Background: an optimization exercise with open tools, aiming at small area. Do not read the settings as production practice. RTL that was checked went through simulation tests only; none was proved equivalent to the original. No functional check of the RTL was part of run 1. The clock port is modelled as an ideal driver; clocking choices that lean on that would not hold on a real chip. No activity file was given, so power comes from the tool's default toggle rates.

==> flow/flow/pre_cts.tcl <==
# Before CTS: a clock tree of buffers (flow/ct_lib.tcl), only to keep TritonCTS
# and repair_clock_inverters away from the clock; post_cts.tcl replaces it.
source [file dirname [info script]]/ct_lib.tcl
set ct_n [llength [[[ord::get_db_block] findNet clk] getITerms]]
build_clock_tree [expr {($ct_n + 21) / 22}] sky130_fd_sc_hd__clkbuf_16 sky130_fd_sc_hd__clkbuf_8
set_propagated_clock [all_clocks]
==> flow/flow/post_cts.tcl <==
# Run after CTS (with SKIP_CTS_REPAIR_TIMING=1): give logic cells their smallest
# drive that keeps timing, make the clock-tree cells (flow/pre_cts.tcl) as small
# as the flip-flop clock-pin slew target allows, then repair timing (setup and
# hold) and legalize, as cts.tcl would have.
proc ct_worst_sink_slew {} {
  set worst 0
  foreach pin [get_pins -hierarchical */CLK] {
    set s [get_property $pin slew_max]
    if {$s > $worst} { set worst $s }
  }
  return $worst
}

proc ct_worst_buf_slew { bufs } {
  set worst 0
  foreach inst $bufs {
    set s [get_property [get_pins -of_objects $inst -filter "direction == output"] slew_max]
    if {$s > $worst} { set worst $s }
  }
  return $worst
}

proc ct_downsize { sink_target buf_target sizes } {
  estimate_parasitics -placement
  set leaves {}; set upper {}
  foreach inst [get_cells *] {
    if {![string match clkleaf_buf_* [get_full_name $inst]] && [get_full_name $inst] ne "clkroot_buf"} { continue }
    set drives_ff 0
    foreach p [get_pins -of_objects [get_nets -of_objects [get_pins -of_objects $inst -filter "direction == output"]]] {
      if {[get_property $p direction] eq "input" && [get_property $p lib_pin_name] eq "CLK"} { set drives_ff 1; break }
    }
    if {$drives_ff} { lappend leaves $inst } else { lappend upper $inst }
  }
  set all [concat $leaves $upper]
  set b0 [ct_worst_buf_slew $all]
  if {$b0 > $buf_target} { set buf_target $b0 }
  puts "ct_downsize: [llength $leaves] leaf and [llength $upper] upper clock buffers, worst clock pin slew [ct_worst_sink_slew]"
  foreach inst $all {
    set orig [get_property $inst ref_name]
    set cur $orig
    regexp {^(sky130_fd_sc_hd__[a-z0-9]+)_[0-9]+$} $orig -> stem
    foreach m $sizes {
      if {![string match ${stem}_* $m]} { continue }
      if {[get_property [get_lib_cells */$m] area] >= [get_property [get_lib_cells */$cur] area]} { continue }
      replace_cell $inst $m
      estimate_parasitics -placement
      if {[ct_worst_sink_slew] > $sink_target || [ct_worst_buf_slew $all] > $buf_target} {
        replace_cell $inst $cur
        estimate_parasitics -placement
        break
      }
      set cur $m
    }
    if {$cur ne $orig} { puts "ct_downsize: [get_full_name $inst] $orig -> $cur" }
  }
  puts "ct_downsize: worst clock pin slew [ct_worst_sink_slew], worst clock buffer slew [ct_worst_buf_slew $all]"
}

# Give every other cell the smallest drive of its kind (name stem _N) that keeps
# the worst setup slack above a margin and adds no slew or capacitance
# violation.
proc cell_downsize { slack_margin } {
  estimate_parasitics -placement
  set n 0; set saved 0
  foreach inst [get_cells *] {
    set m [get_property $inst ref_name]
    if {![regexp {^(sky130_fd_sc_hd__[a-z0-9]+)_([0-9]+)$} $m -> stem drive]} { continue }
    if {[string match *clk* $stem] || [string match *df* $stem] || [string match *tap* $stem]} { continue }
    if {[string match clk* [get_full_name $inst]]} { continue }
    if {[get_property $inst is_buffer] && [string match input* [get_full_name $inst]]} { continue }
    set a0 [get_property [get_lib_cells */$m] area]
    set cur $m
    foreach d {0 1 2} {
      set cand ${stem}_$d
      if {$cand eq $cur || [llength [get_lib_cells -quiet */$cand]] == 0} { continue }
      if {[get_property [get_lib_cells */$cand] area] >= [get_property [get_lib_cells */$cur] area]} { continue }
      replace_cell $inst $cand
      estimate_parasitics -placement
      if {[sta::worst_slack_cmd max] < $slack_margin * 1e-9 || [sta::max_slew_violation_count] > 0 || [sta::max_capacitance_violation_count] > 0} {
        replace_cell $inst $cur
        estimate_parasitics -placement
      } else {
        set cur $cand
        break
      }
    }
    if {$cur ne $m} { incr n; set saved [expr {$saved + $a0 - [get_property [get_lib_cells */$cur] area]}] }
  }
  puts "cell_downsize: $n cells made smaller, [format %.2f $saved] um2 saved"
}

# The tree of inverters: groups of at most 22 flip-flops, one inv_8 each,
# under one inv_12 (two inversions, so the flip-flops see the clock's own
# polarity). It is built here, after CTS's repair_clock_inverters, which would
# otherwise give every flip-flop an inverter of its own.
source [file dirname [info script]]/ct_lib.tcl
remove_clock_tree
set ct_n [llength [[[ord::get_db_block] findNet clk] getITerms]]
build_clock_tree [expr {($ct_n + 21) / 22}] sky130_fd_sc_hd__inv_12 sky130_fd_sc_hd__inv_8
detailed_placement
estimate_parasitics -placement

cell_downsize 2.0
ct_downsize 0.110 0.150 {sky130_fd_sc_hd__inv_8 sky130_fd_sc_hd__inv_6 sky130_fd_sc_hd__inv_4 sky130_fd_sc_hd__inv_2}
estimate_parasitics -placement
repair_timing_helper
detailed_placement
check_placement -verbose
==> flow/config.mk <==
export PLATFORM = sky130hd
export DESIGN_NAME = uart_fifo
export DESIGN_NICKNAME = uart_fifo
export VERILOG_FILES = /design/flow/design.v
export SDC_FILE = /design/flow/constraint.sdc
export NUM_CORES = 4
export LEC_CHECK = 0
export CAP_MARGIN = 0
export CORE_MARGIN = 2
export CORE_UTILIZATION = 70
export PLACE_DENSITY = 0.8
export SLEW_MARGIN = 0
==> flow/flow/ct_lib.tcl <==
# A hand-built two-level clock tree: the clock port drives one root inverter,
# which drives one leaf inverter per group of flip-flops, so the flip-flops get
# the clock inverted twice, that is with its own polarity. The groups come from
# recursive bisection of the placed flip-flops (split along the longer side,
# sizes kept in proportion), so they are compact and of even size; each leaf
# inverter is placed at its group's centroid and the root at the centroid of the
# leaves.
proc ct_split { sinks k } {
  if {$k <= 1} { return [list $sinks] }
  set xs {}; set ys {}
  foreach s $sinks { lappend xs [lindex $s 1]; lappend ys [lindex $s 2] }
  set xs [lsort -real $xs]; set ys [lsort -real $ys]
  set w [expr {[lindex $xs end] - [lindex $xs 0]}]
  set h [expr {[lindex $ys end] - [lindex $ys 0]}]
  set idx [expr {$w >= $h ? 1 : 2}]
  set sorted [lsort -real -index $idx $sinks]
  set k1 [expr {$k / 2}]
  set n1 [expr {int(round(double([llength $sinks]) * $k1 / $k))}]
  return [concat [ct_split [lrange $sorted 0 [expr {$n1 - 1}]] $k1] \
                 [ct_split [lrange $sorted $n1 end] [expr {$k - $k1}]]]
}

proc ct_out { inst } {
  foreach it [$inst getITerms] {
    if {[$it isOutputSignal]} { return $it }
  }
}

proc build_clock_tree { ngroups root_master leaf_master } {
  set block [ord::get_db_block]
  set clk_net [$block findNet clk]
  set sinks {}
  foreach it [$clk_net getITerms] {
    set inst [$it getInst]
    set bb [$inst getBBox]
    lappend sinks [list $it [expr {([$bb xMin] + [$bb xMax]) / 2}] [expr {([$bb yMin] + [$bb yMax]) / 2}]]
  }
  set groups [ct_split $sinks $ngroups]
  set rm [[ord::get_db] findMaster $root_master]
  set lm [[ord::get_db] findMaster $leaf_master]
  set root [odb::dbInst_create $block $rm clkroot_buf]
  set rnet [odb::dbNet_create $block clknet_root]
  $rnet setSigType CLOCK
  set sizes {}
  set rx 0.0; set ry 0.0
  set k 0
  foreach g $groups {
    set gx 0.0; set gy 0.0
    foreach s $g { set gx [expr {$gx + [lindex $s 1]}]; set gy [expr {$gy + [lindex $s 2]}] }
    set gx [expr {int($gx / [llength $g])}]; set gy [expr {int($gy / [llength $g])}]
    set rx [expr {$rx + $gx}]; set ry [expr {$ry + $gy}]
    set b [odb::dbInst_create $block $lm clkleaf_buf_$k]
    $b setLocation $gx $gy
    $b setPlacementStatus PLACED
    set net [odb::dbNet_create $block clknet_leaf_$k]
    $net setSigType CLOCK
    [$b findITerm A] connect $rnet
    [ct_out $b] connect $net
    foreach s $g {
      set it [lindex $s 0]
      $it disconnect
      $it connect $net
    }
    lappend sizes [llength $g]
    incr k
  }
  $root setLocation [expr {int($rx / $k)}] [expr {int($ry / $k)}]
  $root setPlacementStatus PLACED
  [$root findITerm A] connect $clk_net
  [ct_out $root] connect $rnet
  $clk_net setSigType CLOCK
  puts "build_clock_tree: [llength $sinks] sinks in $k groups of $sizes"
}


# Take the tree build_clock_tree made out again: the flip-flops go back on the
# clock net and the tree's cells and nets are deleted.
proc remove_clock_tree {} {
  set block [ord::get_db_block]
  set clk_net [$block findNet clk]
  foreach net [$block getNets] {
    set name [$net getName]
    if {![string match clknet_leaf_* $name]} { continue }
    foreach it [$net getITerms] {
      set inst [$it getInst]
      if {[string match clkleaf_buf_* [$inst getName]]} { continue }
      $it disconnect
      $it connect $clk_net
    }
  }
  foreach inst [$block getInsts] {
    set name [$inst getName]
    if {[string match clkleaf_buf_* $name] || $name eq "clkroot_buf"} { odb::dbInst_destroy $inst }
  }
  foreach net [$block getNets] {
    set name [$net getName]
    if {[string match clknet_leaf_* $name] || $name eq "clknet_root"} { odb::dbNet_destroy $net }
  }
}
==> flow/standard.sh <==
#!/bin/bash
# synth_recipe.tcl (not shown) runs the flow's synth.tcl, then flattens the netlist and writes it again
# the make line also repeats each setting of config.mk as NAME=value (left out here)
make -C /OpenROAD-flow-scripts/flow DESIGN_CONFIG=/design/flow/config.mk WORK_HOME=/design/flow/orfs CLKGATE_MAP_FILE= SYNTH_SCRIPT=/design/flow/synth_recipe.tcl "${@:-finish}"
==> flow/design.v <==
`timescale 1ns / 1ps
module baud_gen (
    input  clk,
    input  reset,
    output tick,
    output tick_d     
);
    reg [1:0] a;
    reg [2:0] b;
    reg [4:0] d;
    always @(posedge clk, posedge reset) begin
        if (reset) begin
            a <= 0;
            b <= 0;
            d <= 0;
        end else begin
            a <= {a[0], ~(a[1] | a[0])};
            b <= {b[1:0], ~(b[2] ^ b[1])};
            d <= {d[3:0], ~(d[4] ^ d[2])};
        end
    end
    assign tick   = ~|{a, b, d};
    assign tick_d = ~|{a[1], b[2:1], d[4:1]} & a[0] & b[0] & d[0];
endmodule
module transmitter (
    input        clk,
    input        reset,
    input        tick,
    input        tick_d,
    input        started,
    input        bit_in,
    output [2:0] bitsel,
    output       tx,
    output       done
);
    reg [7:0] c;
    wire [3:0] slot = c[7:4];
    wire idle = ~(c[7] | c[6]);
    wire stop = &slot;
    wire start_bit = ~c[7] & c[6] & c[5] & ~c[4];
    assign bitsel = slot[2:0];
    assign tx     = idle | stop | (~start_bit & bit_in);
    assign done   = tick & (&c);
    always @(posedge clk, posedge reset) begin
        if (reset) begin
            c <= 8'd0;
        end else begin
            if (idle) begin
                if (started) c[6:5] <= 2'b11;
            end else if (tick_d) begin
                c <= c + 8'd1;
            end
        end
    end
endmodule
module receiver (
    input        clk,
    input        reset,
    input        tick,
    input        rx,
    output [7:0] data,
    output       done
);
    reg [7:0] c;
    reg [7:0] sr;
    wire idle   = ~(c[7] | c[6]);
    wire sample = tick & (&c[3:0]) & ((c[7] & ~(&c[6:4])) | (~c[7] & (&c[6:4])));
    wire go     = idle & ~rx;
    wire [7:0] carry;
    assign carry[0] = tick & ~idle;
    genvar i;
    generate
        for (i = 1; i < 8; i = i + 1) begin : g_carry
            assign carry[i] = carry[i-1] & c[i-1];
        end
    endgenerate
    wire [7:0] flip = carry | {1'b0, go, go, 1'b0, go, 2'b00, idle & (rx ^ c[0])};
    assign data = sr;
    assign done = idle & ~c[0];
    always @(posedge clk, posedge reset) begin
        if (reset) c <= 8'd1;
        else c <= c ^ flip;
    end
    always @(posedge clk) begin
        if (sample) sr <= {rx, sr[7:1]};
    end
endmodule
`timescale 1ns / 1ps
module tx_fifo (
    input        clk,
    input        reset,
    input        push,
    input  [7:0] wdata,
    output       full,
    input        pop,
    output       started,   
    input  [2:0] bitsel,    
    output       bit_out
);
    reg  [7:0] v;
    reg [63:0] mem;           
    wire [7:0] keep;
    assign keep[0] = v[0] & ~pop;
    genvar i;
    generate
        for (i = 1; i < 8; i = i + 1) begin : g_keep
            assign keep[i] = keep[i-1] & v[i];
        end
    endgenerate
    assign full     = &v;
    assign started  = |v[6:0];
    wire [8:0]  v_in = {push & ~full, v};
    wire [71:0] m_in = {wdata, mem};
    always @(posedge clk, posedge reset) begin
        if (reset) v <= 0;
        else v <= v_in[8:1] | keep;
    end
    generate
        for (i = 0; i < 8; i = i + 1) begin : g_slot
            always @(posedge clk) begin
                if (!keep[i]) mem[8*i +: 8] <= m_in[8*(i+1) +: 8];
            end
        end
    endgenerate
    wire [7:0] head_rot = {mem[0], mem[7:1]};
    assign bit_out = head_rot[bitsel];
endmodule
module rx_fifo (
    input        clk,
    input        reset,
    input        push,
    input  [7:0] wdata,
    input        pop,
    output       empty,
    output [7:0] rdata
);
    reg        e;
    reg  [2:0] t;
    reg [63:0] mem;
    wire full    = ~e & (&t);
    wire do_push = push & ~full;
    wire do_pop  = pop & ~e;
    assign empty = e;
    assign rdata = mem[7:0];
    wire up = do_push & ~do_pop & ~e;
    wire dn = do_pop & ~do_push & (t != 3'd0);
    wire [2:0] ones, zeros;
    assign ones[0] = up;
    assign zeros[0] = dn;
    genvar i;
    generate
        for (i = 1; i < 3; i = i + 1) begin : g_cnt
            assign ones[i]  = ones[i-1] & t[i-1];
            assign zeros[i] = zeros[i-1] & ~t[i-1];
        end
    endgenerate
    always @(posedge clk, posedge reset) begin
        if (reset) begin
            e <= 1'b1;
            t <= 3'd0;
        end else begin
            t <= t ^ (ones | zeros);
            if (e ? do_push : (do_pop & ~do_push & (t == 3'd0))) e <= ~e;
        end
    end
    wire [71:0] m_in = {wdata, mem};
    generate
        for (i = 0; i < 8; i = i + 1) begin : g_slot
            always @(posedge clk) begin
                if (do_pop || e || t < i) mem[8*i +: 8] <= m_in[8*(i+1) +: 8];
            end
        end
    endgenerate
endmodule
`timescale 1ns / 1ps
module uart_fifo (
    input clk,
    input reset,
    output tx,
    input tx_en,
    input [7:0] tx_data,
    output tx_full,
    input rx,
    input rx_en,
    output [7:0] rx_data,
    output rx_empty
);
    wire       br_tick, br_tick_d;
    wire       tx_start, tx_done, tx_bit, rx_done;
    wire [2:0] tx_bitsel;
    wire [7:0] rx_byte;
    baud_gen U_BAUD (
        .clk(clk), .reset(reset), .tick(br_tick), .tick_d(br_tick_d)
    );
    tx_fifo U_TX_FIFO (
        .clk(clk), .reset(reset),
        .push(tx_en), .wdata(tx_data), .full(tx_full),
        .pop(tx_done), .started(tx_start),
        .bitsel(tx_bitsel), .bit_out(tx_bit)
    );
    transmitter U_TX (
        .clk(clk), .reset(reset), .tick(br_tick), .tick_d(br_tick_d),
        .started(tx_start), .bit_in(tx_bit), .bitsel(tx_bitsel),
        .tx(tx), .done(tx_done)
    );
    receiver U_RX (
        .clk(clk), .reset(reset), .tick(br_tick), .rx(rx),
        .data(rx_byte), .done(rx_done)
    );
    rx_fifo U_RX_FIFO (
        .clk(clk), .reset(reset),
        .push(rx_done), .wdata(rx_byte),
        .pop(rx_en), .empty(rx_empty), .rdata(rx_data)
    );
endmodule
==> flow/flow/run.sh <==
#!/bin/bash
# The standard layout (standard.sh, unchanged synthesis), with these changes:
#  - at the end of floorplan, flow/post_floorplan.tcl re-maps the synthesized
#    logic for area with OpenROAD's restructure (registers untouched);
#  - the ports get the smallest buffer (buf_1);
#  - the clock tree is hand-built (flow/ct_lib.tcl) instead of by TritonCTS:
#    the flip-flops are split by recursive bisection of their placement into
#    groups of at most 22, each driven by an inv_8 at its centroid, all driven
#    by one inv_12 fed by the clock port (two inversions, so the flip-flops see
#    the clock's own polarity). flow/pre_cts.tcl first puts in a buffer tree of
#    the same shape so that CTS finds no clock net to work on; flow/post_cts.tcl
#    then replaces it with the inverters (after CTS's repair_clock_inverters);
#  - flow/post_cts.tcl then also gives each logic cell the smallest drive of
#    its kind that keeps timing, makes each clock-tree inverter as small as a 110 ps
#    flip-flop clock-pin slew target (on placement parasitics) allows, and then
#    runs CTS's usual timing repair.
# Each tool's output is in the ORFS logs under orfs/logs; make's in standard.log.
set -euo pipefail
F=$(cd "$(dirname "$0")" && pwd)
export POST_FLOORPLAN_TCL=$F/post_floorplan.tcl
export PRE_CTS_TCL=$F/pre_cts.tcl
export CTS_ARGS="-clk_nets clk -dont_use_dummy_load -buf_list sky130_fd_sc_hd__clkbuf_8"
export BUFFER_PORTS_ARGS="-buffer_cell sky130_fd_sc_hd__buf_1"
export SKIP_CTS_REPAIR_TIMING=1
export POST_CTS_TCL=$F/post_cts.tcl
bash standard.sh finish > standard.log 2>&1
==> flow/constraint.sdc <==
create_clock -name core_clock -period 10.0 [get_ports {clk}]
set_input_delay 2.0000 -clock core_clock [delete_from_list [all_inputs] [get_ports {clk}]]
set_output_delay 2.0000 -clock core_clock [all_outputs]
set_load 0.01 [all_outputs]
==> flow/flow/post_floorplan.tcl <==
# Run at the end of floorplan: re-map the synthesized logic for area with
# OpenROAD's restructure (ABC), from a copy of the library without the
# platform's don't-use cells. Registers are not touched.
set rmp_dir $::env(RESULTS_DIR)/rmp
file mkdir $rmp_dir
set rmp_lib $rmp_dir/restructure.lib
exec python3 [file dirname [info script]]/filter_lib.py \
  $::env(PLATFORM_DIR)/lib/sky130_fd_sc_hd__tt_025C_1v80.lib $rmp_lib $::env(DONT_USE_CELLS)
log_cmd restructure -target area -liberty_file $rmp_lib \
  -tielo_port sky130_fd_sc_hd__conb_1/LO -tiehi_port sky130_fd_sc_hd__conb_1/HI \
  -work_dir $rmp_dir
==> flow/flow/filter_lib.py <==
#!/usr/bin/env python3
"""Copy a liberty file without the cells whose names match the given patterns
(the platform's don't-use cells), for restructure to map with."""
import fnmatch, re, sys

src, dst, pats = sys.argv[1], sys.argv[2], sys.argv[3].split()
out = []
skip = 0  # brace depth inside a skipped cell, 0 when not skipping
with open(src) as f:
    for line in f:
        if skip:
            skip += line.count('{') - line.count('}')
            continue
        m = re.match(r'\s*cell\s*\(\s*"?([\w$]+)"?\s*\)\s*\{', line)
        if m and any(fnmatch.fnmatch(m.group(1), p) for p in pats):
            skip = line.count('{') - line.count('}')
            continue
        out.append(line)
with open(dst, 'w') as f:
    f.writelines(out)
==> results of run 1 <==
[power by group through the flow]
stage / Clock, mW / Sequential (mW) / Combinational, mW
after detailed placement: 0 / 0.976 / 0.0884
final: 0.249 / 0.957 / 0.0871
after global routing: 0.282 / 0.970 / 0.0983
after global placement: 0 / 0.965 / 0.0833
after floorplan: 0 / 0.799 / 0.0200
[kinds of logic (layout without fill, tap and decap cells)]
family | count (synthesis) | count (layout) | synth area share, %
flops | 174 | 174 | 83.5
simple gates | 67 | 66 | 6.50
compound gates | 34 | 39 | 4.38
buf+inv | 23 | 68 | 1.95
xor+xnor | 11 | 4 | 1.60
fa+ha+maj | 5 | 0 | 1.04
mux | 4 | 0 | 0.996
[placed cells by master, fill, tap and decap left out, types with 2 or more instances in the layout]
cell	Yosys	routed
a31oi_1	2	2
o22ai_1	1	3
nand3_1	8	3
dfrtp_1	36	36
o21ai_0	3	11
or3_1	3	4
nor2_1	9	16
a21oi_1	4	6
nand4_1	3	4
o32a_1	0	2
nor3_1	3	7
inv_8	0	8
nor4_1	2	6
nand2_1	16	16
edfxtp_1	136	136
a22oi_1	0	2
o2bb2ai_1	0	2
nand2b_1	1	2
nor2b_1	2	2
xnor2_1	7	3
a32oi_1	0	2
or2_0	0	3
buf_1	0	24
clkinv_1	0	34
o21a_1	2	2
dfstp_2	2	2
[cell type report]
cell class                 count  area (um^2)
tap                          105          131
sequential                   174         5040
fill                         475         2180
timing repair buffer          25         95.1
inverter                      43          234
multi-input combinational    109          621
[critical path: stages, from the launching register on]
cell	delay, ps
dfrtp_1	410
or4_1	520
nor4_1	320
nand4_1	260
nor4_1	710
or3_1	460
or2_0	560
or3_1	410
[through the flow]
stage	total power [mW]	setup WS [ps]	cells
final	1.29	6020	456
after global routing	1.35	5780	456
after detailed placement	1.06	6110	447
after global placement	1.05	6330	447
after floorplan	0.819	6640	318
[cells in the mapped netlist, types with 4 or more instances]
master and number:
nor2_1 9, dfrtp_1 36, and3_1 6, xor2_1 4, edfxtp_1 136, a21o_1 6
ha_1 5, xnor2_1 7, buf_4 8, nand2_1 16, inv_1 6, clkbuf_1 8
a21oi_1 4, nand3_1 8
[metal layers]
layer  vias up  wire [um]  global-route usage [%]
li1       1252          -                       -
met1      1251       3150                    22.2
met2        65       3330                    25.4
met3        14        325                    1.81
met4         0        126                    2.06
met5         -          0                       0
[flip-flops by register name, summed over array words and instances (netlist names)]
| register | cells |
|---|---|
| U_RX_FIFO.mem | 64 |
| U_TX_FIFO.mem | 64 |
| U_RX.c | 8 |
| U_RX.sr | 8 |
| U_TX.c | 8 |
| U_TX_FIFO.v | 8 |
| U_BAUD.d | 5 |
| U_BAUD.b | 3 |
| U_RX_FIFO.t | 3 |
| U_BAUD.a | 2 |
| U_RX_FIFO.e | 1 |
[how the worst max path moves through the flow]
stage,start,endpoint,cells after the start
floorplan,rx_en,U_RX_FIFO.mem[40],4
global placement,rx_en,U_RX_FIFO.mem[40],5
detailed placement,U_BAUD.d[2],U_TX_FIFO.mem[37],7
global route,U_BAUD.d[2],U_TX_FIFO.mem[32],7
finish,U_BAUD.d[2],U_TX_FIFO.mem[37],7
==> flow_summary.toml, run 1 <==
[status]
status = "complete, no violations"

[setup_path]
worstPathRequired_ps = 9850
crit_arrival_ps = 3830
crit_fanout = 11
rrSetupSlack_ps = 6020
rr_startpoint = "U_BAUD.d[2]"
end_kind = "flop"
cp-start-kind = "flop"
r2r_cells = 7
r2r-end = "U_TX_FIFO.mem[37]"
criticalPathCategory = "reg2reg"

[global_routing]
antenna_found_initial = 0
grt_overflow = 0
grt_pass1_vias = 2565
grt_pass1_wl_um = 11700
track_usage_pct = 15.0
grt_max_degree = 39

[sta]
holdWs_ps = 396
finalHoldViolations = 0
fmax_mhz = 251
fin_tns_setup_ps = 0
setup_viol = 0
tightest_slew_ps = 1210
fin_crit_sh_pct = 39.8
relSlewSlack_pct = 18.6
rsz0062_at_grt = "false"
finClkSkew_ps = 11.4
min_period_ps = 3980
slew_violations = 0

[power_and_ir_drop]
power_leakage_nw = 2.08
switching_share_pct = 24.6
comb_power_share_pct = 6.7
clkPwrFrac_pct = 19.3
power.density_nw_per_um2 = 211
switchingPower_uw = 318
p_int_uw = 976
seqPwrFrac_pct = 74.0
ir_worst_vdd_v = 0.000134

[final_layout]
antenna_cells = 0
layout-drive-gt1-share_pct = 3.42
final_cell_area_um2 = 6120
area.growth.synth_to_final_pct = 1.47
fin_nets = 366
final_core_util_pct = 73.7

[placement]
post_dp_cell_area_um2 = 6020
dp_hpwl_um = 4850
gp_congestion = 0.746
io_buffers = 23

[hold_path]
min_path_cells = 0
hold_path.class = "reg2reg"
hold-path-endpoint = "U_BAUD.d[1]"
hold_path.startpoint = "U_BAUD.d[0]"

[floorplan]
start_util_pct = 72.7
core_um2 = 8300
die_w_um = 96.8
fp.dieArea_um2 = 9370
rows = 33
io-pin-count = 24
dieHeight_um = 96.8

[drt]
drt_iter0_drc = 183
drtAntennaViolNets = 0
routed_wl_um = 6930
drt_first_pass_iters = 4
viasPerCell = 5.66
via_count = 2582
drc = 0
wl_per_cell_um = 15.2

[yosys]
synthArstFlopShare_pct = 21.8
ys_top_cells_by_area = "edfxtp_1 (68%), dfrtp_1 (15%), ha_1 (1.0%), xnor2_1 (1.0%), buf_4 (1.0%)"
synth_ff_type = "edfxtp_1"
synth_area_leader_cell = "edfxtp_1"
synth_cells = 318
avgSynthCellArea_um2 = 19.0
synth_cell_types = 50
yosys_warnings = 5
synth_nets = 336
synth_edf_count = 136
ys_seq_area_share_pct = 83.5
yosysTopAreaCellShare_pct = 67.7
synthesis.area_um2 = 6030
synth-seq-cells = 174

[run]
max-cap-violations = 0

[clock_tree]
clkLatencyLatePin_ps = 180
cts.clk_slew.worst_paths_ps = 100
==> run 2: changes to the inputs <==
--- a/flow/design.v
+++ b/flow/design.v
@@ -136,13 +136,12 @@
 );
-    reg        e;
-    reg  [2:0] t;
+    reg  [3:0] n;
     reg [63:0] mem;
-    wire full    = ~e & (&t);
+    wire full    = n[3];
     wire do_push = push & ~full;
-    wire do_pop  = pop & ~e;
-    assign empty = e;
+    wire do_pop  = pop & (n != 4'd0);
+    assign empty = (n == 4'd0);
     assign rdata = mem[7:0];
-    wire up = do_push & ~do_pop & ~e;
-    wire dn = do_pop & ~do_push & (t != 3'd0);
-    wire [2:0] ones, zeros;
+    wire up = do_push & ~do_pop;
+    wire dn = do_pop & ~do_push;
+    wire [3:0] ones, zeros;
     assign ones[0] = up;
@@ -151,15 +150,10 @@
     generate
-        for (i = 1; i < 3; i = i + 1) begin : g_cnt
-            assign ones[i]  = ones[i-1] & t[i-1];
-            assign zeros[i] = zeros[i-1] & ~t[i-1];
-        end
-    endgenerate
-    always @(posedge clk, posedge reset) begin
-        if (reset) begin
-            e <= 1'b1;
-            t <= 3'd0;
-        end else begin
-            t <= t ^ (ones | zeros);
-            if (e ? do_push : (do_pop & ~do_push & (t == 3'd0))) e <= ~e;
-        end
+        for (i = 1; i < 4; i = i + 1) begin : g_cnt
+            assign ones[i]  = ones[i-1] & n[i-1];
+            assign zeros[i] = zeros[i-1] & ~n[i-1];
+        end
+    endgenerate
+    always @(posedge clk, posedge reset) begin
+        if (reset) n <= 0;
+        else n <= n ^ (ones | zeros);
     end
@@ -169,3 +163,3 @@
             always @(posedge clk) begin
-                if (do_pop || e || t < i) mem[8*i +: 8] <= m_in[8*(i+1) +: 8];
+                if (do_pop || n <= i) mem[8*i +: 8] <= m_in[8*(i+1) +: 8];
             end
--- a/flow/config.mk
+++ b/flow/config.mk
@@ -7,3 +7,3 @@
 export LEC_CHECK = 0
-export CAP_MARGIN = 0
+export CAP_MARGIN = 20
 export CORE_MARGIN = 2
@@ -11,2 +11,2 @@
 export PLACE_DENSITY = 0.8
-export SLEW_MARGIN = 0
+export SLEW_MARGIN = 20
==> run 2 against run 1 <==
- critical endpoint is now tx
- critical path depth decreased by 2
- synthesized area decreased by 0.79%
- total power decreased by 1.2%
- via count decreased by 1.2%
- clock power about the same
- routed wire length decreased by 1.0%
- sequential power decreased by 2.2%
- still clean
- sequential share of layout area about the same
- highest routed layer unchanged
- cell area unchanged
==> flow_summary.toml, run 2 <==
[status]
status = "complete, no violations"

[sta]
fmax_mhz = 282
fin_crit_sh_pct = 35.5
relSlewSlack_pct = 29.4
rsz0062_at_grt = "false"
setup_slack_ps = 6450
finClkSkew_ps = 7.92
fin_tns_setup_ps = 0
finalHoldViolations = 0
holdWs_ps = 384
slew_violations = 0
min_period_ps = 3550
tightest_slew_ps = 1050
setup_viol = 0

[hold_path]
hold_path.startpoint = "U_BAUD.d[1]"
hold_path.class = "reg2reg"
hold-path-endpoint = "U_BAUD.d[2]"
min_path_cells = 0

[yosys]
synth_edf_count = 136
synth_nets = 334
synth_cell_types = 42
synthesis.area_um2 = 5980
synth_area_leader_cell = "edfxtp_1"
yosysTopAreaCellShare_pct = 68.3
synthArstFlopShare_pct = 21.8
ys_top_cells_by_area = "edfxtp_1 (68%), dfrtp_1 (15%), xnor2_1 (1.6%), ha_1 (1.5%), buf_4 (1.0%)"
synth_cells = 314
synth-seq-cells = 174
synth.cells.most_frequent = "edfxtp_1 (136), dfrtp_1 (37), nand2_1 (14)"
ys_seq_area_share_pct = 84.2
synth_ff_type = "edfxtp_1"
avgSynthCellArea_um2 = 19.1
yosysMostFrequentCell = "edfxtp_1"
yosys_warnings = 5

[final_layout]
largest_registers = "U_RX_FIFO.mem (64), U_TX_FIFO.mem (64)"
final_common_cell = "edfxtp_1"
area.growth.synth_to_final_pct = 2.28
fin_nets = 367
layout_common_cells = "edfxtp_1 (136), dfrtp_1 (37), clkinv_1 (34), nor2_1 (25), buf_1 (23)"
layout-drive-gt1-share_pct = 3.69
final_cell_area_um2 = 6120
antenna_cells = 0
fin_cells = 457
fillers = 507
final_core_util_pct = 74.1

[placement]
dp_hpwl_um = 4760
io_buffers = 23
gp_congestion = 0.752
post_dp_cell_area_um2 = 6000
dp_cells = 447
place_worst_setup_slack_ps = 6650

[global_routing]
grt_max_degree = 39
antenna_found_initial = 0
grt_overflow = 0
grt_pass1_vias = 2330
track_usage_pct = 15.6
grt_pass1_wl_um = 11200

[setup_path]
rrSetupSlack_ps = 6670
crit_path_max_incr_delay_ps = 480
slowest_stage = "dfrtp_1"
cp-start-kind = "flop"
criticalPathCategory = "reg2out"
crit_fanout = 8
end_kind = "output port"
crit_path_cell_trace = "clkinv_1 > a221oi_1 > nor2_1 > o32a_1 > buf_1"
rr_startpoint = "U_BAUD.b[1]"
r2r_cells = 8
worstPathRequired_ps = 8000
crit_arrival_ps = 1550
r2r-end = "U_TX_FIFO.mem[18]"

[power_and_ir_drop]
power.density_nw_per_um2 = 209
ir_worst_vdd_v = 0.000150
power_leakage_nw = 2.06
power_mw = 1.28

[floorplan]
start_util_pct = 72.4
die_w_um = 96.4
io-pin-count = 24
dieHeight_um = 96.4
fp.dieArea_um2 = 9300
rows = 33
core_um2 = 8260

[drt]
routed_wl_um = 6860
via_count = 2550
drt_iter0_drc = 143
drtAntennaViolNets = 0
drt_first_pass_iters = 4
drc = 0
viasPerCell = 5.58
wl_per_cell_um = 15.0

[clock_tree]
cts.clk_slew.worst_paths_ps = 100
clkLatencyLatePin_ps = 180

[run]
max-cap-violations = 0
run 2: cell types whose count changed after synthesis, moves of 3 or more:
cell,change
a31o_2,+3
clkbuf_1,-3
xnor2_1,+4
a31o_1,-3
mux2i_1,+3
run 2: worst max path at each step:
| stage | slack, ps | start | cells after the start | to |
|---|---|---|---|---|
| final | 6450 | U_TX.c[5] | 5 | tx |
| after global placement | 6730 | U_TX.c[5] | 5 | tx |
| after detailed placement | 6650 | U_TX.c[5] | 5 | tx |
| after global routing | 6270 | U_TX.c[5] | 5 | tx |
| after floorplan | 6750 | U_TX_FIFO.v[0] | 4 | tx_full |
run 2: cell families (layout without fill, tap and decap cells):
| logic type | count (synthesis) | after routing | share of synthesized area (%) |
|---|---|---|---|
| AOI/OAI and AO/OA | 22 | 37 | 2.55 |
| xor gates and xnor gates | 15 | 4 | 2.20 |
| adders and majority gates | 7 | 0 | 1.46 |
| buffers and inverters | 23 | 68 | 1.99 |
| DFF | 174 | 174 | 84.2 |
| muxes | 7 | 0 | 1.44 |
| and+or+nand+nor | 66 | 69 | 6.17 |
run 2: final cells by class:
type                       count  area (um^2)  area share [%]
multi-input combinational    110          621            10.1
inverter                      43          234            3.82
sequential                   174         5040            82.3
timing repair buffer          25         96.3            1.57
tap                          105          131            2.15
run 2: routing by layer:
| metal | up-vias | track usage, % | wire (um) | share of wire (%) |
|---|---|---|---|---|
| met1 | 1241 | 23.8 | 3040 | 44 |
| li1 | 1246 | - | - | - |
| met5 | - | 0 | 0 | 0 |
| met2 | 53 | 26.0 | 3410 | 50 |
| met3 | 10 | 1.32 | 289 | 4.2 |
| met4 | 0 | 2.70 | 118 | 1.7 |
run 2: where the power goes:
group	leakage [nW]	switching, mW	total, mW	internal (mW)
clock network	0.0557	0.211	0.246	0.0354
logic	0.280	0.0709	0.0964	0.0255
registers	1.73	0.0327	0.936	0.903
total	2.06	0.314	1.28	0.964
run 2: critical path: cells and delay by family, from the launching register on:
family	cells	cell delay (ps)
compound gates	2	560
simple gates	1	80
buf+inv	2	250
flops	1	480
==> run 3: changes to the inputs <==
--- a/flow/config.mk
+++ b/flow/config.mk
@@ -7,3 +7,3 @@
 export LEC_CHECK = 0
-export CAP_MARGIN = 20
+export CAP_MARGIN = 0
 export CORE_MARGIN = 2
@@ -11,2 +11,2 @@
 export PLACE_DENSITY = 0.8
-export SLEW_MARGIN = 20
+export SLEW_MARGIN = 0
==> run 3 against run 2 <==
- highest routed layer unchanged
- still clean on timing, DRC and antenna
- register-to-register slack gained 50 ps
- largest cell class unchanged
- clock power about the same
- maximum frequency down 0.15%
- core utilization is 0.21 points lower
- largest power group unchanged
- routed wire length is 0.31% higher
==> flow_summary.toml, run 3 <==
[drt]
routed_wl_um = 6880
drt_iter0_drc = 107
via_count = 2548
wl_per_cell_um = 15.1
drtAntennaViolNets = 0
drt_first_pass_iters = 4
drc = 0
viasPerCell = 5.59

[setup_path]
r2r_cells = 8
rrSetupSlack_ps = 6720
rr_startpoint = "U_BAUD.d[2]"
end_kind = "output port"
criticalPathCategory = "reg2out"
r2r-end = "U_TX_FIFO.mem[18]"
worstPathRequired_ps = 8000
cp-start-kind = "flop"
crit_path_cell_trace = "clkinv_1 > a221oi_1 > nor2_1 > o32a_1 > buf_1"
crit_fanout = 8
crit_arrival_ps = 1550
slowest_stage = "dfrtp_1"
crit_path_max_incr_delay_ps = 480

[global_routing]
grt.met2_usage_pct = 26.0
grt_pass1_wl_um = 11200
antenna_found_initial = 0
gr-usage-met1_pct = 23.8
grt_overflow = 0
grt_max_degree = 39
track_usage_pct = 15.6
busiest_layer = "met2"
grt_pass1_vias = 2330
grt_use_met3_pct = 1.32

[yosys]
ys_top_cells_by_area = "edfxtp_1 (68%), dfrtp_1 (15%), xnor2_1 (1.6%), ha_1 (1.5%), buf_4 (1.0%)"
synth_edf_count = 136
yosysTopAreaCellShare_pct = 68.3
synth.cells.most_frequent = "edfxtp_1 (136), dfrtp_1 (37), nand2_1 (14)"
synth_nets = 334
yosysMostFrequentCell = "edfxtp_1"
synth_ff_type = "edfxtp_1"
avgSynthCellArea_um2 = 19.1
ys_seq_area_share_pct = 84.2
yosys_warnings = 5
synth-seq-cells = 174
synthesis.area_um2 = 5980
synth_cell_types = 42
synth_area_leader_cell = "edfxtp_1"
synth_cells = 314
synthArstFlopShare_pct = 21.8

[sta]
fin_tns_setup_ps = 0
min_period_ps = 3550
finClkSkew_ps = 8.35
slew_violations = 0
fin_crit_sh_pct = 35.5
tightest_slew_ps = 1070
setup_viol = 0
rsz0062_at_grt = "false"
finalHoldViolations = 0
relSlewSlack_pct = 28.4
fmax_mhz = 281

[power_and_ir_drop]
switching_share_pct = 24.7
power_leakage_nw = 2.06
switchingPower_uw = 315
seqPwrFrac_pct = 73.2
p_int_uw = 964
power.density_nw_per_um2 = 210
clkPwrFrac_pct = 19.4
comb_power_share_pct = 7.4
ir_worst_vdd_v = 0.000150

[final_layout]
largest_registers = "U_RX_FIFO.mem (64), U_TX_FIFO.mem (64)"
final_common_cell = "edfxtp_1"
multiInputGateArea_um2 = 608
antenna_cells = 0
final_core_util_pct = 73.9
final_cell_area_um2 = 6100
layout-drive-gt1-share_pct = 3.42
area.growth.synth_to_final_pct = 1.99
fillers = 512
register_area_um2 = 5040
fin_nets = 366
layout_common_cells = "edfxtp_1 (136), dfrtp_1 (37), clkinv_1 (34), nor2_1 (25), buf_1 (23)"

[status]
status = "complete, no violations"

[placement]
gp_congestion = 0.752
io_buffers = 23
post_dp_cell_area_um2 = 6000
dp_hpwl_um = 4760

[floorplan]
fp.dieArea_um2 = 9300
rows = 33
die_w_um = 96.4
io-pin-count = 24
core_um2 = 8260
start_util_pct = 72.4
dieHeight_um = 96.4

[clock_tree]
clkLatencyLatePin_ps = 180
cts.clk_slew.worst_paths_ps = 100

[hold_path]
hold-path-endpoint = "U_BAUD.d[2]"
min_path_cells = 0
hold_path.class = "reg2reg"
hold_path.startpoint = "U_BAUD.d[1]"

[run]
max-cap-violations = 0
## run 3: cell counts after synthesis
Identical to the previous run, type by type.
## run 3: cells by family (layout without fill, tap and decap cells)
kind of cell	count (synthesis)	after routing	synth area share [%]
AOI/OAI and AO/OA	22	37	2.55
xor gates and xnor gates	15	4	2.20
adders and majority gates	7	0	1.46
buffers and inverters	23	67	1.99
DFF	174	174	84.2
muxes	7	0	1.44
and+or+nand+nor	66	69	6.17
## run 3: worst max path at each step
stage | from | to | cells after the start
after floorplan | U_TX_FIFO.v[0] | tx_full | 4
after global placement | U_TX.c[5] | tx | 5
after detailed placement | U_TX.c[5] | tx | 5
after global routing | U_TX.c[5] | tx | 5
final | U_TX.c[5] | tx | 5
## run 3: area by class of cell
| cell class | count | share of cell area, % |
|---|---|---|
| multi-input cells | 110 | 9.97 |
| repair buffers | 24 | 1.50 |
| well taps | 105 | 2.15 |
| flip-flops and latches | 174 | 82.5 |
| inverters | 43 | 3.84 |
## run 3: critical path: cells and delay by family, from the launching register on
kind	cells	cell delay [ps]
AOI/OAI and AO/OA	2	560
buffers and inverters	2	250
DFF	1	480
and+or+nand+nor	1	80
## run 3: stage by stage
stage | hold WS, ps | setup WS [ps] | instances | power, mW
6_report | 381 | 6450 | 456 | 1.28
3_5_place_dp | 363 | 6650 | 447 | 1.05
2_1_floorplan | 354 | 6750 | 314 | 1.06
5_1_grt | 396 | 6270 | 456 | 1.34
3_3_place_gp | 352 | 6730 | 447 | 1.04
## run 3: power groups by stage
stage	Clock [mW]	Sequential, mW	Combinational, mW
finish	0.248	0.936	0.0948
global route	0.283	0.948	0.108
detailed placement	0	0.954	0.0960
global placement	0	0.948	0.0904
floorplan	0	0.973	0.0899
## run 3: per-layer routing
layer / wire length (um) / vias to the layer above
li1: - / 1245
met1: 3080 / 1230
met2: 3380 / 61
met3: 289 / 12
met4: 136 / 0
met5: 0 / -
==> run 4: changes to the inputs <==
--- a/flow/flow/post_cts.tcl
+++ b/flow/flow/post_cts.tcl
@@ -103,3 +103,3 @@
 cell_downsize 2.0
-ct_downsize 0.110 0.150 {sky130_fd_sc_hd__inv_8 sky130_fd_sc_hd__inv_6 sky130_fd_sc_hd__inv_4 sky130_fd_sc_hd__inv_2}
+ct_downsize 0.120 0.150 {sky130_fd_sc_hd__inv_8 sky130_fd_sc_hd__inv_6 sky130_fd_sc_hd__inv_4 sky130_fd_sc_hd__inv_2}
 estimate_parasitics -placement
==> run 4 against run 3 <==
- still clean on timing, DRC and antenna
- worst setup slack stayed put
- first-iteration DRC count stayed put
- sequential share of layout area is the same
- register-to-register slack hardly changed
- hold slack did not move
==> flow_summary.toml, run 4 <==
[placement]
gp_congestion = 0.752
dp_hpwl_um = 4760
post_dp_cell_area_um2 = 6000
dp_cells = 447
io_buffers = 23

[power_and_ir_drop]
power_leakage_nw = 2.06
ir_worst_vdd_v = 0.000150
power.density_nw_per_um2 = 210

[sta]
holdWs_ps = 381
finClkSkew_ps = 8.35
slew_violations = 0
rsz0062_at_grt = "false"
finalHoldViolations = 0
fmax_mhz = 281
tightest_slew_ps = 1070
relSlewSlack_pct = 28.4
setup_viol = 0
fin_tns_setup_ps = 0
fin_crit_sh_pct = 35.5
min_period_ps = 3550

[yosys]
yosys_warnings = 5
synth_cells = 314
synth_area_leader_cell = "edfxtp_1"
synth_cell_types = 42
synth.cells.most_frequent = "edfxtp_1 (136), dfrtp_1 (37), nand2_1 (14)"
avgSynthCellArea_um2 = 19.1
yosysMostFrequentCell = "edfxtp_1"
synth-seq-cells = 174
ys_top_cells_by_area = "edfxtp_1 (68%), dfrtp_1 (15%), xnor2_1 (1.6%), ha_1 (1.5%), buf_4 (1.0%)"
synthesis.area_um2 = 5980
synth_edf_count = 136
synthArstFlopShare_pct = 21.8
ys_seq_area_share_pct = 84.2
yosysTopAreaCellShare_pct = 68.3
synth_nets = 334
synth_ff_type = "edfxtp_1"

[global_routing]
grt_max_degree = 39
grt_overflow = 0
antenna_found_initial = 0
grt_pass1_vias = 2330
grt_pass1_wl_um = 11200
track_usage_pct = 15.6

[drt]
drc = 0
drt_iter0_drc = 107
viasPerCell = 5.59
drtAntennaViolNets = 0
via_count = 2548
drt_first_pass_iters = 4
wl_per_cell_um = 15.1
routed_wl_um = 6880

[setup_path]
crit_fanout = 8
r2r_cells = 8
criticalPathCategory = "reg2out"
rr_startpoint = "U_BAUD.d[2]"
cp-start-kind = "flop"
worstPathRequired_ps = 8000
end_kind = "output port"
rrSetupSlack_ps = 6720
r2r-end = "U_TX_FIFO.mem[18]"
crit_arrival_ps = 1550
startpoint = "U_TX.c[5]"

[floorplan]
fp.dieArea_um2 = 9300
rows = 33
io-pin-count = 24
core_um2 = 8260
start_util_pct = 72.4
dieHeight_um = 96.4
die_w_um = 96.4

[final_layout]
fin_nets = 366
final_cell_area_um2 = 6100
antenna_cells = 0
area.growth.synth_to_final_pct = 1.99
largest_registers = "U_RX_FIFO.mem (64), U_TX_FIFO.mem (64)"
layout-drive-gt1-share_pct = 3.42
layout_common_cells = "edfxtp_1 (136), dfrtp_1 (37), clkinv_1 (34), nor2_1 (25), buf_1 (23)"
fin_cells = 456
final_common_cell = "edfxtp_1"
final_core_util_pct = 73.9

[hold_path]
min_path_cells = 0
hold_path.class = "reg2reg"
hold_path.startpoint = "U_BAUD.d[1]"
hold-path-endpoint = "U_BAUD.d[2]"

[run]
max-cap-violations = 0

[status]
status = "complete, no violations"

[clock_tree]
clkLatencyLatePin_ps = 180
cts.clk_slew.worst_paths_ps = 100
-- run 4: cell counts in the layout (fill, tap and decap cells not counted) --
No cell type changed its count.
-- run 4: cells by family after synthesis --
| logic type | share of synthesized area (%) |
|---|---|
| flops | 84.2 |
| simple gates | 6.17 |
| buf+inv | 1.99 |
| compound gates | 2.55 |
| xor+xnor | 2.20 |
| mux | 1.44 |
| fa+ha+maj | 1.46 |
-- run 4: layout make-up --
type / count / area [um^2]
repair buffers: 24 / 91.3
flip-flops and latches: 174 / 5040
fillers: 512 / 2160
well taps: 105 / 131
multi-input cells: 110 / 608
inverters: 43 / 234
-- run 4: metrics by stage --
| stage | total power, mW | setup WS (ps) |
|---|---|---|
| final | 1.28 | 6450 |
| after global routing | 1.34 | 6270 |
| after detailed placement | 1.05 | 6650 |
| after global placement | 1.04 | 6730 |
| after floorplan | 1.06 | 6750 |
-- run 4: worst max-delay path by stage --
stage	endpoint	slack, ps	cells past startpoint
floorplan	tx_full	6750	4
global placement	tx	6730	5
detailed placement	tx	6650	5
global route	tx	6270	5
finish	tx	6450	5
-- run 4: metal layers --
layer  global-route usage (%)  wire length, um  vias up
li1                         -                -     1245
met1                     23.8             3080     1230
met2                     26.0             3380       61
met3                     1.32              289       12
met4                     2.70              136        0
met5                        0                0        -
-- run 4: power by group --
group	internal, mW	leakage [nW]	switching, mW	total [mW]
Combinational	0.0244	0.276	0.0704	0.0948
Clock	0.0354	0.0557	0.213	0.248
Sequential	0.904	1.73	0.0322	0.936
-- run 4: worst max-delay path, stage by stage, from the launching register on --
cell	delay, ps
dfrtp_1	480
clkinv_1	120
a221oi_1	280
nor2_1	80
o32a_1	280
buf_1	130
==> run 5: changes to the inputs <==
--- a/flow/flow/run.sh
+++ b/flow/flow/run.sh
@@ -7,4 +7,4 @@
 #    the flip-flops are split by recursive bisection of their placement into
-#    groups of at most 22, each driven by an inv_8 at its centroid, all driven
-#    by one inv_12 fed by the clock port (two inversions, so the flip-flops see
+#    groups of at most 25, each driven by an inv_8 at its centroid, all driven
+#    by one inv_8 fed by the clock port (two inversions, so the flip-flops see
 #    the clock's own polarity). flow/pre_cts.tcl first puts in a buffer tree of
@@ -13,3 +13,3 @@
 #  - flow/post_cts.tcl then also gives each logic cell the smallest drive of
-#    its kind that keeps timing, makes each clock-tree inverter as small as a 110 ps
+#    its kind that keeps timing, makes each clock-tree inverter as small as a 120 ps
 #    flip-flop clock-pin slew target (on placement parasitics) allows, and then
--- a/flow/flow/post_cts.tcl
+++ b/flow/flow/post_cts.tcl
@@ -91,4 +91,4 @@
 
-# The tree of inverters: groups of at most 22 flip-flops, one inv_8 each,
-# under one inv_12 (two inversions, so the flip-flops see the clock's own
+# The tree of inverters: groups of at most 25 flip-flops, one inv_8 each,
+# under one inv_8 (two inversions, so the flip-flops see the clock's own
 # polarity). It is built here, after CTS's repair_clock_inverters, which would
@@ -98,3 +98,3 @@
 set ct_n [llength [[[ord::get_db_block] findNet clk] getITerms]]
-build_clock_tree [expr {($ct_n + 21) / 22}] sky130_fd_sc_hd__inv_12 sky130_fd_sc_hd__inv_8
+build_clock_tree [expr {($ct_n + 24) / 25}] sky130_fd_sc_hd__inv_8 sky130_fd_sc_hd__inv_8
 detailed_placement
==> run 5 against run 4 <==
- critical path depth did not move
- via count fell by 0.63%
- clock power fell by 6%
- still clean on timing, DRC and antenna
- final cell count down 0.22%
- sequential power about the same
- combinational power hardly changed
- worst setup slack worse by 25 ps
- routed wire length shrank 0.32%
==> flow_summary.toml, run 5 <==
[status]
status = "complete, no violations"

[setup_path]
crit_arrival_ps = 1580
cp_top_family = "compound AO/OA/AOI/OAI gates"
cp-start-kind = "flop"
end_kind = "output port"
rr_startpoint = "U_BAUD.b[1]"
worstPathRequired_ps = 8000
crit_fanout = 8
r2r_cells = 8
crit_path_max_incr_delay_ps = 480
slowest_stage = "dfrtp_1"
r2r-end = "U_TX_FIFO.mem[17]"
rrSetupSlack_ps = 6700
criticalPathCategory = "reg2out"
crit_buf_inv = 2
crit_path_cell_trace = "clkinv_1 > a221oi_1 > nor2_1 > o32a_1 > buf_1"

[sta]
slew_violations = 0
fmax_mhz = 279
fin_crit_sh_pct = 35.8
tightest_slew_ps = 1060
min_period_ps = 3580
setup_slack_ps = 6420
finClkSkew_ps = 9.06
finalHoldViolations = 0
relSlewSlack_pct = 28.8
fin_tns_setup_ps = 0
setup_viol = 0
rsz0062_at_grt = "false"

[power_and_ir_drop]
power_leakage_nw = 2.05
power.density_nw_per_um2 = 208
ir_worst_vdd_v = 0.000122

[run]
max-cap-violations = 0

[final_layout]
layout_common_cells = "edfxtp_1 (136), dfrtp_1 (37), clkinv_1 (34), nor2_1 (25), buf_1 (23)"
final_common_cell = "edfxtp_1"
area.growth.synth_to_final_pct = 1.72
largest_registers = "U_RX_FIFO.mem (64), U_TX_FIFO.mem (64)"
register_area_um2 = 5040
multiInputGateArea_um2 = 608
layout-drive-gt1-share_pct = 3.14
antenna_cells = 0
fillers = 506
fin_nets = 365

[yosys]
synth_cells = 314
synth_cell_types = 42
synth_edf_count = 136
ys_seq_area_share_pct = 84.2
synth_nets = 334
synth.cells.most_frequent = "edfxtp_1 (136), dfrtp_1 (37), nand2_1 (14)"
synth_ff_type = "edfxtp_1"
yosysTopAreaCellShare_pct = 68.3
synthArstFlopShare_pct = 21.8
yosys_warnings = 5
synth_area_leader_cell = "edfxtp_1"
synthesis.area_um2 = 5980
yosysMostFrequentCell = "edfxtp_1"
synth-seq-cells = 174
avgSynthCellArea_um2 = 19.1
ys_top_cells_by_area = "edfxtp_1 (68%), dfrtp_1 (15%), xnor2_1 (1.6%), ha_1 (1.5%), buf_4 (1.0%)"

[drt]
wl_per_cell_um = 15.1
drtAntennaViolNets = 0
via_count = 2532
viasPerCell = 5.56
drt_iter0_drc = 153
drc = 0
routed_wl_um = 6860
drt_first_pass_iters = 4

[hold_path]
hold_path.startpoint = "U_BAUD.d[1]"
min_path_cells = 0
hold-path-endpoint = "U_BAUD.d[2]"
hold_path.class = "reg2reg"

[floorplan]
core_um2 = 8260
io-pin-count = 24
start_util_pct = 72.4
dieHeight_um = 96.4
fp.dieArea_um2 = 9300
die_w_um = 96.4
rows = 33

[clock_tree]
clkLatencyLatePin_ps = 210
cts.clk_slew.worst_paths_ps = 120

[global_routing]
track_usage_pct = 15.5
antenna_found_initial = 0
grt_overflow = 0
grt_max_degree = 39
grt_pass1_wl_um = 11100
grt_pass1_vias = 2290

[placement]
dp_hpwl_um = 4760
io_buffers = 23
place_worst_setup_slack_ps = 6650
gp_congestion = 0.752
[run 5: how the worst max path moves through the flow]
stage                    from      end  slack, ps  cells past startpoint
2_1_floorplan  U_TX_FIFO.v[0]  tx_full       6750                      4
3_3_place_gp        U_TX.c[5]       tx       6730                      5
3_5_place_dp        U_TX.c[5]       tx       6650                      5
5_1_grt             U_TX.c[5]       tx       6240                      5
6_report            U_TX.c[5]       tx       6420                      5
[run 5: kinds of logic after synthesis]
logic type	count (synthesis)	synth area share [%]
XOR/XNOR	15	2.20
flip-flops	174	84.2
buffers and inverters	23	1.99
adder cells (fa/ha/maj)	7	1.46
AND/OR/NAND/NOR	66	6.17
multiplexers	7	1.44
AO/OA/AOI/OAI	22	2.55
[run 5: routing by layer]
layer / global-route usage [%] / share of wire, % / vias to the layer above
met5: 0 / 0 / -
met4: 1.88 / 0.95 / 0
met3: 1.63 / 3.4 / 5
met2: 25.6 / 50 / 43
met1: 23.9 / 46 / 1242
li1: - / - / 1242
[run 5: layout make-up]
cell class | count | area share, %
inverter | 42 | 3.58
multi-input combinational | 110 | 9.99
sequential | 174 | 82.8
timing repair buffer | 24 | 1.50
tap | 105 | 2.16
[run 5: stage by stage]
stage / instances / power (mW) / utilization [%] / area (um^2) / hold slack (ps)
after floorplan: 314 / 1.06 / - / 5980 / 354
after global placement: 447 / 1.04 / 72.6 / 6000 / 352
after detailed placement: 447 / 1.05 / 72.6 / 6000 / 363
after global routing: 455 / 1.33 / 73.7 / 6080 / 399
final: 455 / 1.26 / 73.7 / 6080 / 380
[run 5: where the power goes]
group / total [mW] / internal, mW / switching, mW
Clock: 0.234 / 0.0296 / 0.205
Sequential: 0.936 / 0.904 / 0.0323
Combinational: 0.0945 / 0.0244 / 0.0701
[run 5: worst register-to-register path, cell delays in order (launching register included)]
cell	delay (ps)
dfrtp_1	420
clkinv_1	70
nand4_1	90
or4_1	440
nor4_1	310
clkinv_1	230
nor3_1	400
or3_1	450
or2_0	530
==> run 6: changes to the inputs <==
--- a/flow/config.mk
+++ b/flow/config.mk
@@ -9,4 +9,4 @@
 export CORE_MARGIN = 2
-export CORE_UTILIZATION = 70
-export PLACE_DENSITY = 0.8
+export CORE_UTILIZATION = 77
+export PLACE_DENSITY = 0.86
 export SLEW_MARGIN = 0
==> run 6 against run 5 <==
- core utilization up 6.3 points
- global-route usage up 2.6 points
- die area down 8.7%
- worst setup slack worse by 19 ps
- sequential share of layout area up 0.051 points
- combinational power up 4.1%
- routed wire length up 7.1%
- hold slack better by 11 ps
- clock skew down 1.1 ps
- maximum frequency down 0.54%
- still clean
==> flow_summary.toml, run 6 <==
[placement]
io_buffers = 23
dp_hpwl_um = 5230
place_worst_setup_slack_ps = 6670
gp_congestion = 0.776

[yosys]
synth_cell_types = 42
yosysTopAreaCellShare_pct = 68.3
synthSimpleGateAreaFrac_pct = 6.17
synth_mux_area_share_pct = 1.44
synth-seq-cells = 174
yosys_warnings = 5
synth_area_leader_cell = "edfxtp_1"
synth_compound_area_share_pct = 2.55
synth_cells = 314
synth_nets = 334
avgSynthCellArea_um2 = 19.1
synth_edf_count = 136
synth_xor_area_share_pct = 2.20
synth.cells.most_frequent = "edfxtp_1 (136), dfrtp_1 (37), nand2_1 (14)"
synthArstFlopShare_pct = 21.8
yosysMostFrequentCell = "edfxtp_1"
synth_fa_ha_area_share_pct = 1.46
synthesis.area_um2 = 5980
ys_top_cells_by_area = "edfxtp_1 (68%), dfrtp_1 (15%), xnor2_1 (1.6%), ha_1 (1.5%), buf_4 (1.0%)"
synth_top_family_by_area = "simple AND/OR/NAND/NOR gates"
synth_ff_type = "edfxtp_1"
ys_seq_area_share_pct = 84.2

[floorplan]
core_um2 = 7610
start_util_pct = 78.6
fp.dieArea_um2 = 8490
rows = 32
io-pin-count = 24
dieHeight_um = 92.1
die_w_um = 92.1

[run]
max-cap-violations = 0

[setup_path]
crit_arrival_ps = 1600
end_kind = "output port"
rrSetupSlack_ps = 6750
crit_fanout = 4
crit_path_cell_trace = "clkinv_1 > nor2_1 > nand4_1 > nor4_1 > buf_1"
cp-start-kind = "flop"
slowest_stage = "nor4_1"
criticalPathCategory = "reg2out"
worstPathRequired_ps = 8000
crit_path_max_incr_delay_ps = 390

[final_layout]
final_common_cell = "edfxtp_1"
antenna_cells = 0
fillers = 408
final_core_util_pct = 79.9
register_area_um2 = 5040
fin_nets = 365
area.growth.synth_to_final_pct = 1.65
multiInputGateArea_um2 = 608
largest_registers = "U_RX_FIFO.mem (64), U_TX_FIFO.mem (64)"
layout-drive-gt1-share_pct = 3.14
layout_common_cells = "edfxtp_1 (136), dfrtp_1 (37), clkinv_1 (34), nor2_1 (25), buf_1 (23)"

[global_routing]
antenna_found_initial = 0
grt_overflow = 0
grt_pass1_wl_um = 12000
grt_max_degree = 39
grt_pass1_vias = 2564
track_usage_pct = 18.1

[status]
status = "complete, no violations"

[sta]
relSlewSlack_pct = 22.4
setup_viol = 0
finalHoldViolations = 0
min_period_ps = 3600
fin_tns_setup_ps = 0
fmax_mhz = 278
finClkSkew_ps = 7.93
setup_slack_ps = 6400
fin_crit_sh_pct = 36.0
slew_violations = 0
tightest_slew_ps = 1150
rsz0062_at_grt = "false"
holdWs_ps = 392

[drt]
viasPerCell = 5.74
drt_first_pass_iters = 4
drt_iter0_drc = 121
drc = 0
via_count = 2596
routed_wl_um = 7350
drtAntennaViolNets = 0
wl_per_cell_um = 16.3

[clock_tree]
cts.clk_slew.worst_paths_ps = 110
clkLatencyLatePin_ps = 200

[power_and_ir_drop]
power_leakage_nw = 2.05
ir_worst_vdd_v = 0.000139
power.density_nw_per_um2 = 209

[hold_path]
hold_path.class = "reg2reg"
==> run 6: through the flow <==
step           total power [mW]  instance area (um^2)  std cells
2_1_floorplan              1.06                  5980        314
3_3_place_gp               1.04                  5990        444
3_5_place_dp               1.06                  5990        444
5_1_grt                    1.32                  6080        452
6_report                   1.27                  6080        452
==> run 6: logic make-up (layout without fill, tap and decap cells) <==
| logic type | Yosys count | count (layout) |
|---|---|---|
| DFF | 174 | 174 |
| adders and majority gates | 7 | 0 |
| muxes | 7 | 0 |
| xor gates and xnor gates | 15 | 4 |
| AOI/OAI and AO/OA | 22 | 37 |
| and+or+nand+nor | 66 | 69 |
| buffers and inverters | 23 | 66 |
==> run 6: routing by layer <==
layer | vias to the layer above | global-route usage, % | routed length [um]
met3 | 14 | 2.63 | 298
met2 | 63 | 31.9 | 3700
met1 | 1285 | 25.0 | 3220
met4 | 0 | 3.48 | 137
met5 | - | 0 | 0
li1 | 1234 | - | -
==> run 6: critical path: cells and delay by family, from the launching register on <==
kind	cells	cell delay, ps
flops	1	360
buf+inv	2	310
simple gates	3	730
==> run 6: path summary, 6_finish.rpt <==
path / to / cells past startpoint / from
worst max-delay path: tx_full / 5 / U_TX_FIFO.v[0]
worst min-delay path: U_BAUD.d[2] / 0 / U_BAUD.d[1]
worst max register to register: U_TX_FIFO.mem[17] / 8 / U_BAUD.b[1]
worst min register to register: U_BAUD.d[2] / 0 / U_BAUD.d[1]
max in group asynchronous: U_RX_FIFO.n[1] / 3 / reset
min in group asynchronous: U_RX.c[3] / 3 / reset
==> run 6: report_power, final <==
group / switching, mW / internal (mW)
combinational: 0.0740 / 0.0244
clock: 0.203 / 0.0295
sequential: 0.0353 / 0.904
==> run 6: cell type report <==
| cell class | count | share of cell area [%] |
|---|---|---|
| inverters | 42 | 3.58 |
| multi-input cells | 110 | 10.0 |
| flip-flops and latches | 174 | 82.8 |
| well taps | 102 | 2.10 |
| repair buffers | 24 | 1.50 |
==> run 7: changes to the inputs <==
--- a/flow/flow/post_floorplan.tcl
+++ b/flow/flow/post_floorplan.tcl
@@ -8,4 +8,7 @@
   $::env(PLATFORM_DIR)/lib/sky130_fd_sc_hd__tt_025C_1v80.lib $rmp_lib $::env(DONT_USE_CELLS)
-log_cmd restructure -target area -liberty_file $rmp_lib \
-  -tielo_port sky130_fd_sc_hd__conb_1/LO -tiehi_port sky130_fd_sc_hd__conb_1/HI \
-  -work_dir $rmp_dir
+# Two passes: the second finds a little more.
+foreach pass {1 2} {
+  log_cmd restructure -target area -liberty_file $rmp_lib \
+    -tielo_port sky130_fd_sc_hd__conb_1/LO -tiehi_port sky130_fd_sc_hd__conb_1/HI \
+    -work_dir $rmp_dir
+}
==> run 7 against run 6 <==
- highest routed layer unchanged
- synthesized area unchanged
- clock power about the same
- sequential cell count unchanged
- critical endpoint unchanged
==> flow_summary.toml, run 7 <==
[final_layout]
layout_common_cells = "edfxtp_1 (136), dfrtp_1 (37), clkinv_1 (31), nor2_1 (24), buf_1 (23)"
largest_registers = "U_RX_FIFO.mem (64), U_TX_FIFO.mem (64)"
fin_cells = 449
layout-drive-gt1-share_pct = 2.88
fin_nets = 362
antenna_cells = 0
final_common_cell = "edfxtp_1"
area.growth.synth_to_final_pct = 1.44
final_cell_area_um2 = 6070
final_core_util_pct = 79.8

[global_routing]
grt_overflow = 0
grt_pass1_vias = 2534
grt_max_degree = 39
track_usage_pct = 18.5
grt_pass1_wl_um = 12300
antenna_found_initial = 0

[yosys]
ys_seq_area_share_pct = 84.2
synth_edf_count = 136
synth_cells = 314
synth_nets = 334
synth_ff_type = "edfxtp_1"
yosys_warnings = 5
yosysTopAreaCellShare_pct = 68.3
avgSynthCellArea_um2 = 19.1
synth-seq-cells = 174
synthesis.area_um2 = 5980
synth_cell_types = 42
ys_top_cells_by_area = "edfxtp_1 (68%), dfrtp_1 (15%), xnor2_1 (1.6%), ha_1 (1.5%), buf_4 (1.0%)"
synth.cells.most_frequent = "edfxtp_1 (136), dfrtp_1 (37), nand2_1 (14)"
synthArstFlopShare_pct = 21.8
synth_area_leader_cell = "edfxtp_1"
yosysMostFrequentCell = "edfxtp_1"

[sta]
setup_slack_ps = 6320
min_period_ps = 3680
finClkSkew_ps = 13.6
fmax_mhz = 272
tightest_slew_ps = 1250
finalHoldViolations = 0
relSlewSlack_pct = 15.9
setup_viol = 0
rsz0062_at_grt = "false"
fin_crit_sh_pct = 36.8
fin_tns_setup_ps = 0
holdWs_ps = 395
slew_violations = 0

[placement]
post_dp_cell_area_um2 = 5980
place_worst_setup_slack_ps = 6600
gp_congestion = 0.807
io_buffers = 23
dp_cells = 441
dp_hpwl_um = 5200

[drt]
drt_first_pass_iters = 4
drtAntennaViolNets = 0
met3WireLength_um = 359
wl_met1_um = 3160
viasPerCell = 5.89
via_count = 2643
wl_met2_um = 3820
drt_iter0_drc = 217
wl_per_cell_um = 16.8
drc = 0
routed_wl_um = 7520
top_layer = "met4"

[setup_path]
cp-start-kind = "flop"
crit_fanout = 4
end_kind = "output port"
worstPathRequired_ps = 8000
criticalPathCategory = "reg2out"
crit_arrival_ps = 1680

[clock_tree]
cts.clk_slew.worst_paths_ps = 110
clkLatencyLatePin_ps = 210

[run]
max-cap-violations = 0

[power_and_ir_drop]
ir_worst_vdd_v = 0.000131
power_leakage_nw = 2.05
power_mw = 1.29
power.density_nw_per_um2 = 213

[floorplan]
start_util_pct = 78.6
core_um2 = 7610
die_w_um = 92.1
dieHeight_um = 92.1
rows = 32
fp.dieArea_um2 = 8490
io-pin-count = 24

[hold_path]
hold_path.class = "reg2reg"

[status]
status = "complete, no violations"
[run 7: changes by cell type in the layout (fill, tap and decap cells not counted), sizes merged, moves of 2 or more]
cell,change
o21ai,+2
nand3,+2
clkinv,-3
o22ai,-2
a21oi,-3
nand4,-3
[run 7: layout make-up]
type,count,area (um^2)
fillers,397,1540
inverters,39,206
well taps,102,128
repair buffers,24,91.3
multi-input cells,110,607
flip-flops and latches,174,5040
[run 7: worst max-delay path, stage by stage (launching register included)]
cell and delay, ps:
dfrtp_1 350, clkinv_1 120, nor2_1 150, nand4_1 170, nor4_1 480, buf_1 210
[run 7: power breakdown]
part / total [mW] / switching (mW) / internal (mW) / leakage, nW
registers: 0.965 / 0.0390 / 0.926 / 1.73
logic: 0.0976 / 0.0739 / 0.0237 / 0.277
clock network: 0.232 / 0.203 / 0.0295 / 0.0484
total: 1.29 / 0.316 / 0.979 / 2.05
[run 7: path summary, 6_finish.rpt]
check	start	endpoint	slack, ps	cells past startpoint
worst max-delay path	U_TX_FIFO.v[1]	tx_full	6320	5
worst min-delay path	U_BAUD.d[1]	U_BAUD.d[2]	390	0
worst max register to register	U_BAUD.b[2]	U_TX_FIFO.mem[44]	6580	6
worst min register to register	U_BAUD.d[1]	U_BAUD.d[2]	390	0
max in group asynchronous	reset	U_RX_FIFO.n[2]	7450	3
min in group asynchronous	reset	U_RX.c[4]	2010	3
[run 7: cell families (layout without fill, tap and decap cells)]
group	after synthesis	after routing	synth area share [%]
XOR/XNOR	15	5	2.20
buffers and inverters	23	63	1.99
adder cells (fa/ha/maj)	7	0	1.46
AND/OR/NAND/NOR	66	70	6.17
multiplexers	7	0	1.44
flip-flops	174	174	84.2
AO/OA/AOI/OAI	22	35	2.55
[run 7: metal layers]
metal	global-route usage, %	up-vias
met4	3.73	0
met2	32.2	100
li1	-	1229
met5	0	-
met3	1.56	18
met1	26.7	1296

[re-timing with driven ports]
The results above use ideal ports. As a check the final layouts listed here were re-extracted and re-timed, cells and wires unchanged.
Step 1: set_driving_cell puts a clkbuf_16 on clk and a buf_2 on each other input, an assumption about the parent block.
Step 2, shift: input delay + t, output delay - t, t = (earliest + latest rising clock arrival at the registers) / 2. This alone moves slack from input paths to output paths.
Slacks: no drivers / after step 1 / after step 2; pairs: no drivers / after step 1.
run	t (ns)	setup WS [ns]	hold slack, ns	latest minus earliest clock arrival (ns)	worst register clock-pin slew, ns
run 1	0.237	6.022 / 6.022 / 6.022	0.396 / 0.396 / 0.396	0.011 / 0.011	0.10 / 0.10
run 2	0.232	6.451 / 6.395 / 6.627	0.384 / 0.384 / 0.384	0.008 / 0.008	0.10 / 0.10
run 3	0.233	6.446 / 6.389 / 6.622	0.381 / 0.381 / 0.381	0.008 / 0.008	0.10 / 0.10
run 4	0.233	6.446 / 6.389 / 6.622	0.381 / 0.381 / 0.381	0.008 / 0.008	0.10 / 0.10
run 5	0.248	6.421 / 6.373 / 6.621	0.380 / 0.380 / 0.380	0.011 / 0.011	0.12 / 0.12
run 6	0.248	6.401 / 6.354 / 6.602	0.392 / 0.392 / 0.392	0.008 / 0.008	0.11 / 0.11
run 7	0.250	6.320 / 6.272 / 6.522	0.395 / 0.395 / 0.395	0.014 / 0.014	0.11 / 0.11
After both steps every run listed still meets setup and hold.
